From an optimization exercise on the open Yosys and OpenROAD flow, aimed at a short achievable clock period and few clock cycles; shortcuts taken in it are not production practice. Power is estimated from default activity; no workload was simulated.

==> run X <==
Design cpu_pipeline, start of the top module:
module cpu_pipeline (
    input clk,           
    input rst_n,         
    output [31:0] imem_addr,     
    input  [31:0] imem_rdata,    
    output [31:0] dmem_addr,     
    output [31:0] dmem_wdata,    
    output        dmem_we,       
    input  [31:0] dmem_rdata     
);
==> flow/config.mk <==
export PLATFORM = sky130hd
export DESIGN_NAME = cpu_pipeline
export DESIGN_NICKNAME = cpu_pipeline
export VERILOG_FILES = /design/flow/design.v
export SDC_FILE = /design/flow/constraint.sdc
export NUM_CORES = 8
export LEC_CHECK = 0
export CAP_MARGIN = 40
export CORE_MARGIN = 2
export CORE_UTILIZATION = 40
export CTS_CLUSTER_DIAMETER = 100
export CTS_CLUSTER_SIZE = 20
export PLACE_DENSITY = 0.6
export SETUP_SLACK_MARGIN = 5
export SLEW_MARGIN = 40
==> flow/constraint.sdc <==
create_clock -name core_clock -period 13.0 [get_ports {clk}]
set_input_delay 2.6000 -clock core_clock [delete_from_list [all_inputs] [get_ports {clk}]]
set_output_delay 2.6000 -clock core_clock [all_outputs]
set_load 0.01 [all_outputs]
standard.sh (not shown) runs the stock make flow with config.mk's settings and CLKGATE_MAP_FILE= SYNTH_SCRIPT=/design/flow/synth_recipe.tcl, a recipe that flattens the netlist after the stock synthesis.
==> flow/flow/run.sh <==
#!/bin/bash
# Layout flow: the standard flow (standard.sh: ORFS with the standard
# synthesis), with two changes to how the layout is made; the constraints
# (constraint.sdc) are unchanged:
#  - timing repair aims at a larger setup slack margin, so that it works
#    towards the period the design can reach rather than the design's 13 ns;
#  - after global placement, flow/outbuf.tcl moves each output port's buffer
#    next to the register that feeds it (detailed placement legalizes it).
# Each tool's log is in orfs/logs/; make's own output is in flow_make.log.
set -euo pipefail
MARGIN=${MARGIN:-9}
sed -e "s|SETUP_SLACK_MARGIN=[-0-9.]*|SETUP_SLACK_MARGIN=$MARGIN POST_GLOBAL_PLACE_TCL=$PWD/flow/outbuf.tcl|" standard.sh > standard_margin.sh
grep -q "SETUP_SLACK_MARGIN=$MARGIN" standard_margin.sh
bash standard_margin.sh finish > flow_make.log 2>&1
==> flow/flow/outbuf.tcl <==
# Move the buffer of each output port, and any inverter or buffer between
# it and the register that feeds it, next to that register, so that the
# buffer, not the register, drives the wire to the pin. Detailed placement
# legalizes the moved cells afterwards.
proc outbuf_driver {inst} {
  foreach it [$inst getITerms] {
    if {[$it isInputSignal] && [$it getNet] != "NULL"} {
      foreach jt [[$it getNet] getITerms] {
        if {[$jt isOutputSignal]} { return [$jt getInst] }
      }
    }
  }
  return ""
}
proc outbuf_is_single {inst} {
  set n 0
  foreach it [$inst getITerms] {
    if {[$it isInputSignal] && [$it getNet] != "NULL"} { incr n }
  }
  set m [[$inst getMaster] getName]
  return [expr {$n == 1 && [regexp {__(inv|buf|clkbuf|clkinv)_} $m]}]
}
set block [ord::get_db_block]
set moved 0
foreach bterm [$block getBTerms] {
  if {[$bterm getIoType] != "OUTPUT"} { continue }
  set net [$bterm getNet]
  if {$net == "NULL"} { continue }
  set buf ""
  foreach it [$net getITerms] {
    if {[$it isOutputSignal]} { set buf [$it getInst] }
  }
  if {$buf == ""} { continue }
  set chain [list $buf]
  set src [outbuf_driver $buf]
  while {$src != "" && [outbuf_is_single $src] && [llength $chain] < 4} {
    lappend chain $src
    set src [outbuf_driver $src]
  }
  if {$src == ""} { continue }
  set loc [$src getLocation]
  foreach c $chain {
    $c setLocation [lindex $loc 0] [lindex $loc 1]
    incr moved
  }
}
puts "outbuf: moved $moved cells next to the registers that drive the outputs"
==> inputs of run K, as changes to run X <==
--- a/flow/design.v
+++ b/flow/design.v
@@ -1,12 +1,11 @@
 module ALU (
     input  [31:0] A,
     input  [31:0] B,
-    input  [3:0]  shh,           
-    input  [7:0]  shl,           
+    input  [4:0]  sh,
     input  arith,                
     input  sub,                  
     input  op_slt, op_sltu,
     input  op_and, op_or, op_xor, op_nor, op_passb,
     input  op_sll, op_srl, op_sra,
     output [31:0] S
 );
@@ -27,41 +26,25 @@
             assign G[32*(l+1)+i] = G[32*l+i] | (P[32*l+i] & G[32*l+i-(1<<l)]);
             assign P[32*(l+1)+i] = P[32*l+i] & P[32*l+i-(1<<l)];
         end
     end
 end
 endgenerate
 wire [31:0] c = G[32*5 +: 32];               
-wire        fill = op_sra & B[31];
-wire [31:0] fillw = {32{fill}};
-wire [38:0] r1 = ({39{shh[0]}} & {fillw[6:0], B})
-               | ({39{shh[1]}} & {fillw[14:0], B[31:8]})
-               | ({39{shh[2]}} & {fillw[22:0], B[31:16]})
-               | ({39{shh[3]}} & {fillw[30:0], B[31:24]});
-wire [31:0] l1 = ({32{shh[0]}} & B)
-               | ({32{shh[1]}} & {B[23:0], 8'd0})
-               | ({32{shh[2]}} & {B[15:0], 16'd0})
-               | ({32{shh[3]}} & {B[7:0], 24'd0});
-reg  [31:0] shr_r, shl_r;
-integer j;
-always @(*) begin
-    shr_r = 32'd0;
-    shl_r = 32'd0;
-    for (j = 0; j < 8; j = j + 1) begin
-        shr_r = shr_r | ({32{shl[j]}} & r1[j +: 32]);
-        shl_r = shl_r | ({32{shl[j]}} & (l1 << j));
-    end
-end
+wire [31:0] shl = B << sh;
+wire [31:0] shr = B >> sh;
+wire [31:0] sra = shr | ({32{B[31]}} & ~(32'hffff_ffff >> sh));
 wire [31:0] other = ({32{op_and}}   & (A & B))
                   | ({32{op_or}}    & (A | B))
                   | ({32{op_xor}}   & (A ^ B))
                   | ({32{op_nor}}   & ~(A | B))
                   | ({32{op_passb}} & B)
-                  | ({32{op_sll}}   & shl_r)
-                  | ({32{op_srl | op_sra}} & shr_r);
+                  | ({32{op_sll}}   & shl)
+                  | ({32{op_srl}}   & shr)
+                  | ({32{op_sra}}   & sra);
 wire [31:1] s0 = ({31{arith}} &  p0[31:1]) | other[31:1];    
 wire [31:1] s1 = ({31{arith}} & ~p0[31:1]) | other[31:1];    
 assign S[31:1] = (s0 & ~c[30:0]) | (s1 & c[30:0]);
 wire base0 = (arith & (p0[0] ^ sub)) | other[0];
 wire t0 = base0 | (op_slt & (p0[31] | A[31]))  | (op_sltu & ~g0[31]);               
 wire t1 = base0 | (op_slt & ~p0[31] & A[31])   | (op_sltu & ~g0[31] & ~p0[31]);    
 assign S[0] = c[30] ? t1 : t0;
@@ -360,17 +343,15 @@
 reg  [11:0] d_tag;
 reg  [15:0] d_hit;
 reg  [31:0] d_rs_oh, d_rt_oh;    
 reg         d_pt, d_lx;
 reg         d_stall;             
 reg         d_redb, d_rednc;     
 reg  [31:0] e_a, e_b, e_sd, e_pc4, e_bt, e_pnpc;
-reg  [4:0]  e_dst;
-reg  [3:0]  e_shh;               
-reg  [7:0]  e_shl;               
+reg  [4:0]  e_sh, e_dst;
 reg  [11:0] e_tag;
 reg  [15:0] e_hit;
 reg         e_rw, e_lw, e_sw, e_br, e_jr, e_jalr;
 reg         e_kill;              
 reg         e_beq, e_bne, e_blez, e_bgtz, e_bgez;
 reg         e_pt, e_ptok;
 reg         e_a_m, e_a_r, e_b_m, e_b_r, e_s_m, e_s_r;
@@ -416,15 +397,15 @@
     .l_upd  (l_upd),
     .l_hit  (l_hit),
     .l_taken(l_taken)
 );
 wire        d_call;
 wire [31:0] ras   = (d_valid & d_call) ? d_pc4 : ra;
 wire        f_j   = (imem_rdata[31:27] == 5'b00001);
-wire        f_jr  = (imem_rdata[31:26] == 6'h00) & ~imem_rdata[5] & imem_rdata[3] & ~imem_rdata[0];
+wire        f_jr  = (imem_rdata[31:26] == 6'h00) & (imem_rdata[5:0] == 6'h08);
 wire [31:0] f_jt  = {f_pc4[31:28], imem_rdata[25:0], 2'b00};
 wire        f_sel_j  = f_j;
 wire        f_sel_jr = ~f_j & f_jr;
 wire        f_sel_bt = ~f_j & ~f_jr & f_pt;
 wire        f_sel_p4 = ~f_j & ~f_jr & ~f_pt;
 wire [31:0] f_btgt   = {pcx[31:14], f_ptgt, 2'b00};
 wire [31:0] f_npc = ({32{f_sel_j}}  & f_jt)   | ({32{f_sel_jr}} & ras) |
@@ -508,27 +489,22 @@
 wire d_rt_m = m_rw && m_dst == d_rt;
 wire d_rs_w = w_rw && w_dst == d_rs;
 wire d_rt_w = w_rw && w_dst == d_rt;
 wire [31:0] d_rsv = d_rs_m ? m_out : d_rs_w ? w_res : rf_rs;
 wire [31:0] d_rtv = d_rt_m ? m_out : d_rt_w ? w_res : rf_rt;
 wire d_rw = d_writes & (d_dst != 5'd0);
 wire stall = d_valid & d_stall;
-wire [17:2] d_btl;
-wire        d_btc;
-KSAdd #(.W(17)) BTA (
-    .a  ({1'b0, d_pc4[17:2]}),
-    .b  ({1'b0, d_imm}),
+wire [31:2] d_bts;
+KSAdd #(.W(30)) BTA (
+    .a  (d_pc4[31:2]),
+    .b  ({{14{d_imm[15]}}, d_imm}),
     .cin(1'b0),
-    .s  ({d_btc, d_btl})
+    .s  (d_bts)
 );
-wire [31:18] d_hi_p1 = d_pc4[31:18] + 14'd1;
-wire [31:18] d_hi_m1 = d_pc4[31:18] - 14'd1;
-wire [31:18] d_bth = d_imm[15] ? (d_btc ? d_pc4[31:18] : d_hi_m1) :
-                                 (d_btc ? d_hi_p1 : d_pc4[31:18]);
-wire [31:0] d_bt = {d_bth, d_btl, d_pc4[1:0]};
+wire [31:0] d_bt = {d_bts, d_pc4[1:0]};
 wire [31:0] d_off = {{14{d_imm[15]}}, d_imm, 2'b00};
 wire red_b  = d_redb;                             
 wire d_red  = d_valid & (d_redb | d_rednc);       
 wire [31:0] d_rtgt = red_b ? d_bt : d_pc4;
 wire a_em, b_em;
 IDForward FA (.r(d_rs), .e_rw(e_rwv), .e_dst(e_dst), .sel_em(a_em));
 IDForward FB (.r(d_rt), .e_rw(e_rwv), .e_dst(e_dst), .sel_em(b_em));
@@ -538,15 +514,15 @@
                      d_b_lui  ? {d_imm, 16'd0} :
                                 d_pc4;
 wire [31:0] A  = ({32{e_a_m}} & m_res) | ({32{e_a_r}} & e_a);
 wire [31:0] B  = ({32{e_b_m}} & m_res) | ({32{e_b_r}} & e_b);
 wire [31:0] SD = ({32{e_s_m}} & m_res) | ({32{e_s_r}} & e_sd);
 wire [31:0] e_res;
 ALU A1 (
-    .A(A), .B(B), .shh(e_shh), .shl(e_shl),
+    .A(A), .B(B), .sh(e_sh),
     .arith(e_add), .sub(e_sub), .op_slt(e_slt), .op_sltu(e_sltu),
     .op_and(e_and), .op_or(e_or), .op_xor(e_xor), .op_nor(e_nor), .op_passb(e_passb),
     .op_sll(e_sll), .op_srl(e_srl), .op_sra(e_sra),
     .S(e_res)
 );
 BranchCond BC (
     .m(m_res), .ra(e_a), .rb(e_b), .pnpc(e_pnpc),
@@ -634,20 +610,19 @@
         e_kill  <= e_mis;
     end
 end
 always @(posedge clk) begin
     e_a    <= d_rsv;
     e_b    <= d_bval;
     e_sd   <= d_rtv;
-    e_shh  <= 4'd1 << d_ir[10:9];
-    e_shl  <= 8'd1 << d_ir[8:6];
+    e_sh   <= d_ir[10:6];
     e_dst  <= d_dst;
     e_pc4  <= d_pc4;
     e_bt   <= d_bt;
-    e_pnpc <= d_pnpc;       
+    e_pnpc <= d_red ? d_rtgt : d_pnpc;
     e_pt   <= d_pt | red_b;
     e_ptok <= red_b | (d_pt & ((d_pc4 ^ d_off ^ d_pnpc) ==
                                {((d_pc4[30:0] & d_off[30:0]) | ((d_pc4[30:0] | d_off[30:0]) & ~d_pnpc[30:0])), 1'b0}));
     e_tag  <= d_tag;
     e_hit  <= d_hit;
     e_beq  <= d_beq; e_bne <= d_bne; e_blez <= d_blez; e_bgtz <= d_bgtz; e_bgez <= d_bgez;
     e_a_m  <= a_em;
--- a/flow/flow/run.sh
+++ b/flow/flow/run.sh
@@ -4,11 +4,11 @@
 # (constraint.sdc) are unchanged:
 #  - timing repair aims at a larger setup slack margin, so that it works
 #    towards the period the design can reach rather than the design's 13 ns;
 #  - after global placement, flow/outbuf.tcl moves each output port's buffer
 #    next to the register that feeds it (detailed placement legalizes it).
 # Each tool's log is in orfs/logs/; make's own output is in flow_make.log.
 set -euo pipefail
-MARGIN=${MARGIN:-9}
+MARGIN=${MARGIN:-8.8}
 sed -e "s|SETUP_SLACK_MARGIN=[-0-9.]*|SETUP_SLACK_MARGIN=$MARGIN POST_GLOBAL_PLACE_TCL=$PWD/flow/outbuf.tcl|" standard.sh > standard_margin.sh
 grep -q "SETUP_SLACK_MARGIN=$MARGIN" standard_margin.sh
 bash standard_margin.sh finish > flow_make.log 2>&1
==> inputs of run P, as changes to run X <==
--- a/flow/design.v
+++ b/flow/design.v
@@ -1,12 +1,11 @@
 module ALU (
     input  [31:0] A,
     input  [31:0] B,
-    input  [3:0]  shh,           
-    input  [7:0]  shl,           
+    input  [4:0]  sh,
     input  arith,                
     input  sub,                  
     input  op_slt, op_sltu,
     input  op_and, op_or, op_xor, op_nor, op_passb,
     input  op_sll, op_srl, op_sra,
     output [31:0] S
 );
@@ -27,41 +26,25 @@
             assign G[32*(l+1)+i] = G[32*l+i] | (P[32*l+i] & G[32*l+i-(1<<l)]);
             assign P[32*(l+1)+i] = P[32*l+i] & P[32*l+i-(1<<l)];
         end
     end
 end
 endgenerate
 wire [31:0] c = G[32*5 +: 32];               
-wire        fill = op_sra & B[31];
-wire [31:0] fillw = {32{fill}};
-wire [38:0] r1 = ({39{shh[0]}} & {fillw[6:0], B})
-               | ({39{shh[1]}} & {fillw[14:0], B[31:8]})
-               | ({39{shh[2]}} & {fillw[22:0], B[31:16]})
-               | ({39{shh[3]}} & {fillw[30:0], B[31:24]});
-wire [31:0] l1 = ({32{shh[0]}} & B)
-               | ({32{shh[1]}} & {B[23:0], 8'd0})
-               | ({32{shh[2]}} & {B[15:0], 16'd0})
-               | ({32{shh[3]}} & {B[7:0], 24'd0});
-reg  [31:0] shr_r, shl_r;
-integer j;
-always @(*) begin
-    shr_r = 32'd0;
-    shl_r = 32'd0;
-    for (j = 0; j < 8; j = j + 1) begin
-        shr_r = shr_r | ({32{shl[j]}} & r1[j +: 32]);
-        shl_r = shl_r | ({32{shl[j]}} & (l1 << j));
-    end
-end
+wire [31:0] shl = B << sh;
+wire [31:0] shr = B >> sh;
+wire [31:0] sra = shr | ({32{B[31]}} & ~(32'hffff_ffff >> sh));
 wire [31:0] other = ({32{op_and}}   & (A & B))
                   | ({32{op_or}}    & (A | B))
                   | ({32{op_xor}}   & (A ^ B))
                   | ({32{op_nor}}   & ~(A | B))
                   | ({32{op_passb}} & B)
-                  | ({32{op_sll}}   & shl_r)
-                  | ({32{op_srl | op_sra}} & shr_r);
+                  | ({32{op_sll}}   & shl)
+                  | ({32{op_srl}}   & shr)
+                  | ({32{op_sra}}   & sra);
 wire [31:1] s0 = ({31{arith}} &  p0[31:1]) | other[31:1];    
 wire [31:1] s1 = ({31{arith}} & ~p0[31:1]) | other[31:1];    
 assign S[31:1] = (s0 & ~c[30:0]) | (s1 & c[30:0]);
 wire base0 = (arith & (p0[0] ^ sub)) | other[0];
 wire t0 = base0 | (op_slt & (p0[31] | A[31]))  | (op_sltu & ~g0[31]);               
 wire t1 = base0 | (op_slt & ~p0[31] & A[31])   | (op_sltu & ~g0[31] & ~p0[31]);    
 assign S[0] = c[30] ? t1 : t0;
@@ -357,28 +340,23 @@
 reg  [31:0] pc;
 reg         d_valid;
 reg  [31:0] d_ir, d_pc4, d_pnpc;
 reg  [11:0] d_tag;
 reg  [15:0] d_hit;
 reg  [31:0] d_rs_oh, d_rt_oh;    
 reg         d_pt, d_lx;
-reg         d_stall;             
-reg         d_redb, d_rednc;     
 reg  [31:0] e_a, e_b, e_sd, e_pc4, e_bt, e_pnpc;
-reg  [4:0]  e_dst;
-reg  [3:0]  e_shh;               
-reg  [7:0]  e_shl;               
+reg  [4:0]  e_sh, e_dst;
 reg  [11:0] e_tag;
 reg  [15:0] e_hit;
 reg         e_rw, e_lw, e_sw, e_br, e_jr, e_jalr;
 reg         e_kill;              
 reg         e_beq, e_bne, e_blez, e_bgtz, e_bgez;
 reg         e_pt, e_ptok;
 reg         e_a_m, e_a_r, e_b_m, e_b_r, e_s_m, e_s_r;
-reg         e_ac_m, e_bc_m;      
 reg         e_add, e_sub, e_slt, e_sltu, e_and, e_or, e_xor, e_nor, e_passb;
 reg         e_sll, e_srl, e_sra;
 reg  [31:0] m_res, m_sd;
 reg         m_we, m_rw, m_lw;
 reg  [4:0]  m_dst;
 reg  [31:0] w_res;
 reg         w_rw;
@@ -416,36 +394,21 @@
     .l_upd  (l_upd),
     .l_hit  (l_hit),
     .l_taken(l_taken)
 );
 wire        d_call;
 wire [31:0] ras   = (d_valid & d_call) ? d_pc4 : ra;
 wire        f_j   = (imem_rdata[31:27] == 5'b00001);
-wire        f_jr  = (imem_rdata[31:26] == 6'h00) & ~imem_rdata[5] & imem_rdata[3] & ~imem_rdata[0];
+wire        f_jr  = (imem_rdata[31:26] == 6'h00) & (imem_rdata[5:0] == 6'h08);
 wire [31:0] f_jt  = {f_pc4[31:28], imem_rdata[25:0], 2'b00};
-wire        f_sel_j  = f_j;
-wire        f_sel_jr = ~f_j & f_jr;
-wire        f_sel_bt = ~f_j & ~f_jr & f_pt;
-wire        f_sel_p4 = ~f_j & ~f_jr & ~f_pt;
-wire [31:0] f_btgt   = {pcx[31:14], f_ptgt, 2'b00};
-wire [31:0] f_npc = ({32{f_sel_j}}  & f_jt)   | ({32{f_sel_jr}} & ras) |
-                    ({32{f_sel_bt}} & f_btgt) | ({32{f_sel_p4}} & f_pc4);
+wire [31:0] f_npc = f_j  ? f_jt :
+                    f_jr ? ras  :
+                    f_pt ? {pcx[31:14], f_ptgt, 2'b00} : f_pc4;
 wire        f_ptk = f_j | f_jr | f_pt;
 assign imem_addr = {~pc[31], pc[30:0]};
-wire f_uses_rs, f_uses_rt, f_br, f_ctl;
-Control C0 (
-    .ir     (imem_rdata),
-    .uses_rs(f_uses_rs),
-    .uses_rt(f_uses_rt),
-    .b_rt   (), .b_sext (), .b_zext (), .b_lui  (), .b_pc4  (), .writes (), .dst    (),
-    .is_lw  (), .is_sw  (), .is_beq (), .is_bne (), .is_blez(), .is_bgtz(), .is_bgez(),
-    .is_br  (f_br),
-    .is_j   (), .is_jr  (), .is_jalr(), .is_call(),
-    .is_ctl (f_ctl)
-);
 wire [31:0] f_rs_oh = 32'd1 << imem_rdata[25:21];
 wire [31:0] f_rt_oh = 32'd1 << imem_rdata[20:16];
 wire [4:0]  d_rs  = d_ir[25:21];
 wire [4:0]  d_rt  = d_ir[20:16];
 wire [15:0] d_imm = d_ir[15:0];
 wire d_uses_rs, d_uses_rt, d_b_rt, d_b_sext, d_b_zext, d_b_lui, d_b_pc4, d_writes;
 wire [4:0] d_dst;
@@ -507,104 +470,81 @@
 wire d_rs_m = m_rw && m_dst == d_rs;
 wire d_rt_m = m_rw && m_dst == d_rt;
 wire d_rs_w = w_rw && w_dst == d_rs;
 wire d_rt_w = w_rw && w_dst == d_rt;
 wire [31:0] d_rsv = d_rs_m ? m_out : d_rs_w ? w_res : rf_rs;
 wire [31:0] d_rtv = d_rt_m ? m_out : d_rt_w ? w_res : rf_rt;
 wire d_rw = d_writes & (d_dst != 5'd0);
-wire stall = d_valid & d_stall;
-wire [17:2] d_btl;
-wire        d_btc;
-KSAdd #(.W(17)) BTA (
-    .a  ({1'b0, d_pc4[17:2]}),
-    .b  ({1'b0, d_imm}),
+wire stall = d_valid & e_lwv &
+             ((d_uses_rs & (e_dst == d_rs)) | (d_uses_rt & (e_dst == d_rt)));
+wire [31:2] d_bts;
+KSAdd #(.W(30)) BTA (
+    .a  (d_pc4[31:2]),
+    .b  ({{14{d_imm[15]}}, d_imm}),
     .cin(1'b0),
-    .s  ({d_btc, d_btl})
+    .s  (d_bts)
 );
-wire [31:18] d_hi_p1 = d_pc4[31:18] + 14'd1;
-wire [31:18] d_hi_m1 = d_pc4[31:18] - 14'd1;
-wire [31:18] d_bth = d_imm[15] ? (d_btc ? d_pc4[31:18] : d_hi_m1) :
-                                 (d_btc ? d_hi_p1 : d_pc4[31:18]);
-wire [31:0] d_bt = {d_bth, d_btl, d_pc4[1:0]};
-wire [31:0] d_off = {{14{d_imm[15]}}, d_imm, 2'b00};
-wire red_b  = d_redb;                             
-wire d_red  = d_valid & (d_redb | d_rednc);       
+wire [31:0] d_bt = {d_bts, d_pc4[1:0]};
+wire red_b  = d_br & ~d_pt & ~d_lx & d_imm[15];   
+wire red_nc = d_pt & ~d_ctl;                      
+wire d_red  = d_valid & (red_b | red_nc);
 wire [31:0] d_rtgt = red_b ? d_bt : d_pc4;
 wire a_em, b_em;
 IDForward FA (.r(d_rs), .e_rw(e_rwv), .e_dst(e_dst), .sel_em(a_em));
 IDForward FB (.r(d_rt), .e_rw(e_rwv), .e_dst(e_dst), .sel_em(b_em));
 wire [31:0] d_bval = d_b_rt   ? d_rtv :
                      d_b_sext ? {{16{d_imm[15]}}, d_imm} :
                      d_b_zext ? {16'd0, d_imm} :
                      d_b_lui  ? {d_imm, 16'd0} :
                                 d_pc4;
 wire [31:0] A  = ({32{e_a_m}} & m_res) | ({32{e_a_r}} & e_a);
 wire [31:0] B  = ({32{e_b_m}} & m_res) | ({32{e_b_r}} & e_b);
 wire [31:0] SD = ({32{e_s_m}} & m_res) | ({32{e_s_r}} & e_sd);
 wire [31:0] e_res;
 ALU A1 (
-    .A(A), .B(B), .shh(e_shh), .shl(e_shl),
+    .A(A), .B(B), .sh(e_sh),
     .arith(e_add), .sub(e_sub), .op_slt(e_slt), .op_sltu(e_sltu),
     .op_and(e_and), .op_or(e_or), .op_xor(e_xor), .op_nor(e_nor), .op_passb(e_passb),
     .op_sll(e_sll), .op_srl(e_srl), .op_sra(e_sra),
     .S(e_res)
 );
 BranchCond BC (
     .m(m_res), .ra(e_a), .rb(e_b), .pnpc(e_pnpc),
-    .a_m(e_ac_m), .b_m(e_bc_m),
+    .a_m(e_a_m), .b_m(e_b_m),
     .is_beq(e_beq), .is_bne(e_bne), .is_blez(e_blez), .is_bgtz(e_bgtz), .is_bgez(e_bgez),
     .taken(taken), .jr_ne(jr_ne)
 );
 wire mis_br  = e_brv & (taken ? ~e_ptok : e_pt);   
 wire mis_jr  = e_jrxv & jr_ne;                      
-wire e_mis   = mis_br | mis_jr;    
+wire e_mis   = mis_br | mis_jr;
 MEM MEM1 (.is_lw(m_lw), .alu_res(m_res), .rdata(dmem_rdata), .res(m_out));
 assign dmem_addr  = ma;
 assign dmem_wdata = m_sd;
 assign dmem_we    = m_we;
 wire d_go = d_valid & ~stall;             
-wire        e_sel_a  = mis_jr;
-wire        e_sel_bt = e_brv & taken & ~e_ptok;
-wire        e_sel_p4 = e_brv & ~taken & e_pt;
-wire        e_keep   = ~(e_sel_a | e_sel_bt | e_sel_p4);
-wire        d_sel_f  = ~stall & ~d_red;
-wire [31:0] pc_next = ({32{e_sel_a}}  & A) | ({32{e_sel_bt}} & e_bt) | ({32{e_sel_p4}} & e_pc4) |
-                      ({32{e_keep & stall}}             & pcx)    |
-                      ({32{e_keep & ~stall & d_red}}    & d_rtgt) |
-                      ({32{e_keep & d_sel_f & f_sel_j}}  & f_jt)   |
-                      ({32{e_keep & d_sel_f & f_sel_jr}} & ras)    |
-                      ({32{e_keep & d_sel_f & f_sel_bt}} & f_btgt) |
-                      ({32{e_keep & d_sel_f & f_sel_p4}} & f_pc4);
-wire [31:0] pc_next_i = ({32{e_sel_a}}  & A) | ({32{e_sel_bt}} & e_bt) | ({32{e_sel_p4}} & e_pc4) |
-                        ({32{e_keep}} & (d_red ? d_rtgt : f_npc));
+wire [31:0] pc_fd = stall ? pcx : d_red ? d_rtgt : f_npc;
+wire [31:0] pc_xt   = e_ptok ? pc_fd : e_bt;
+wire [31:0] pc_xn   = e_pt   ? e_pc4 : pc_fd;
+wire [31:0] pc_br   = taken  ? pc_xt : pc_xn;
+wire [31:0] pc_next = e_brv  ? pc_br : (mis_jr ? A : pc_fd);
+wire [31:0] pc_next_i = ({32{e_brv &  taken}} & pc_xt) | ({32{e_brv & ~taken}} & pc_xn) |
+                        ({32{~e_brv &  mis_jr}} & A)   | ({32{~e_brv & ~mis_jr}} & pc_fd);
 always @(posedge clk or negedge rst_n) begin
     if (~rst_n) begin
         pc      <= 32'h0000_0000;
         pci     <= 32'h8000_0000;
         d_valid <= 1'b0;
     end else begin
         pc      <= {~pc_next[31], pc_next[30:0]};
-        if (~stall)
-            pci <= pc_next_i;
+        pci     <= pc_next_i;
         d_valid <= ~e_mis & (stall | ~d_red);
     end
 end
-always @(posedge clk or negedge rst_n) begin
-    if (~rst_n) begin
-        d_stall <= 1'b0;
-    end else begin
-        d_stall <= d_go & d_lw & d_rw &
-                   ((f_uses_rs & (imem_rdata[25:21] == d_dst)) |
-                    (f_uses_rt & (imem_rdata[20:16] == d_dst)));
-    end
-end
 always @(posedge clk) begin
     if (~stall) begin
-        d_redb  <= f_br & ~f_ptk & ~f_plx & imem_rdata[15];
-        d_rednc <= f_ptk & ~f_ctl;
         d_ir   <= imem_rdata;
         d_rs_oh <= f_rs_oh;
         d_rt_oh <= f_rt_oh;
         d_tag  <= pcx[13:2];
         d_pc4  <= f_pc4;
         d_pnpc <= f_npc;
         d_pt   <= f_ptk;
@@ -634,29 +574,25 @@
         e_kill  <= e_mis;
     end
 end
 always @(posedge clk) begin
     e_a    <= d_rsv;
     e_b    <= d_bval;
     e_sd   <= d_rtv;
-    e_shh  <= 4'd1 << d_ir[10:9];
-    e_shl  <= 8'd1 << d_ir[8:6];
+    e_sh   <= d_ir[10:6];
     e_dst  <= d_dst;
     e_pc4  <= d_pc4;
     e_bt   <= d_bt;
-    e_pnpc <= d_pnpc;       
+    e_pnpc <= d_red ? d_rtgt : d_pnpc;
     e_pt   <= d_pt | red_b;
-    e_ptok <= red_b | (d_pt & ((d_pc4 ^ d_off ^ d_pnpc) ==
-                               {((d_pc4[30:0] & d_off[30:0]) | ((d_pc4[30:0] | d_off[30:0]) & ~d_pnpc[30:0])), 1'b0}));
+    e_ptok <= red_b | (d_pt & (d_pnpc == d_bt));
     e_tag  <= d_tag;
     e_hit  <= d_hit;
     e_beq  <= d_beq; e_bne <= d_bne; e_blez <= d_blez; e_bgtz <= d_bgtz; e_bgez <= d_bgez;
     e_a_m  <= a_em;
-    e_ac_m <= a_em & (d_br | d_jr | d_jalr);
-    e_bc_m <= b_em & d_br;
     e_a_r  <= ~a_em;
     e_b_m  <= b_em & d_b_rt;
     e_b_r  <= ~(b_em & d_b_rt);
     e_s_m  <= b_em;
     e_s_r  <= ~b_em;
     e_add <= d_add | d_sub; e_sub <= d_sub | d_slt | d_sltu; e_slt <= d_slt; e_sltu <= d_sltu;
     e_and <= d_and; e_or <= d_or; e_xor <= d_xor; e_nor <= d_nor; e_passb <= d_passb;
Settings changed: CORE_UTILIZATION 40 to 50, PLACE_DENSITY 0.6 to 0.68.
==> results.txt <==
item	run K	run P	run X
Power per unit of standard cell area	151 nW/um^2	154 nW/um^2	138 nW/um^2
Largest net degree at the start of global routing	119	157	102
Count of mapped cells out of synthesis	10300	10100	10300
Sequential Power Share	0.478	0.482	0.508
Count of different cell masters after synthesis	102	110	92
Largest clock skew in the final design	0.133 ns	0.0433 ns	0.108 ns
Count of non-filler cells in the finished layout	14000	13100	14000
Post-CTS resize count	227	687	629
Post-route worst setup slack	8.79 ns	8.79 ns	8.93 ns
Via count of the routed design	95700	96100	96800
Status	timing/DRC/antenna clean	timing/DRC/antenna clean	timing/DRC/antenna clean
Number of antenna violations at the first check in global routing	30	36	41
Sw Pwr	6.87 mW	6.95 mW	5.84 mW
Endpoint of the worst register-to-register path	pc[4]$_DFF_PN0_	ma[30]$_DFF_PN0_	pci[14]$_DFFE_PN0N_
Mux share of post-synthesis cell area	0.118	0.125	0.114
Placed cell count	13700	12700	13600
No run of this note included a check of the RTL's function; only the layout flow was run.

==> re-timing with driven ports <==
How much do the figures lean on ideal ports? The routed layouts below were timed once more, with nothing changed but the port constraints.
Step 1 (the two cells are an assumption about what drives the block):
set clk [get_ports {clk}]
set_driving_cell -lib_cell sky130_fd_sc_hd__clkbuf_16 $clk
set_driving_cell -lib_cell sky130_fd_sc_hd__buf_2 [delete_from_list [all_inputs] $clk]
Step 2, shift: input delay + t, output delay - t, t = (earliest + latest rising clock arrival at the registers) / 2. This alone moves slack from input paths to output paths.
Slacks: ideal / step 1 / step 2; pairs: ideal / step 1.
run | t (ns) | setup WS [ns] | worst register clock-pin slew, ns
run X | 0.942 | 8.932 / 8.870 / 8.181 | 0.10 / 0.10
run K | 0.949 | 8.791 / 8.735 / 7.941 | 0.10 / 0.10
run P | 0.929 | 8.788 / 8.788 / 7.975 | 0.10 / 0.10
After both steps setup and hold are still met in every run listed. The setup slack of run K, which loses most, moves by -0.056 ns with the drivers and by -0.850 ns with both steps.
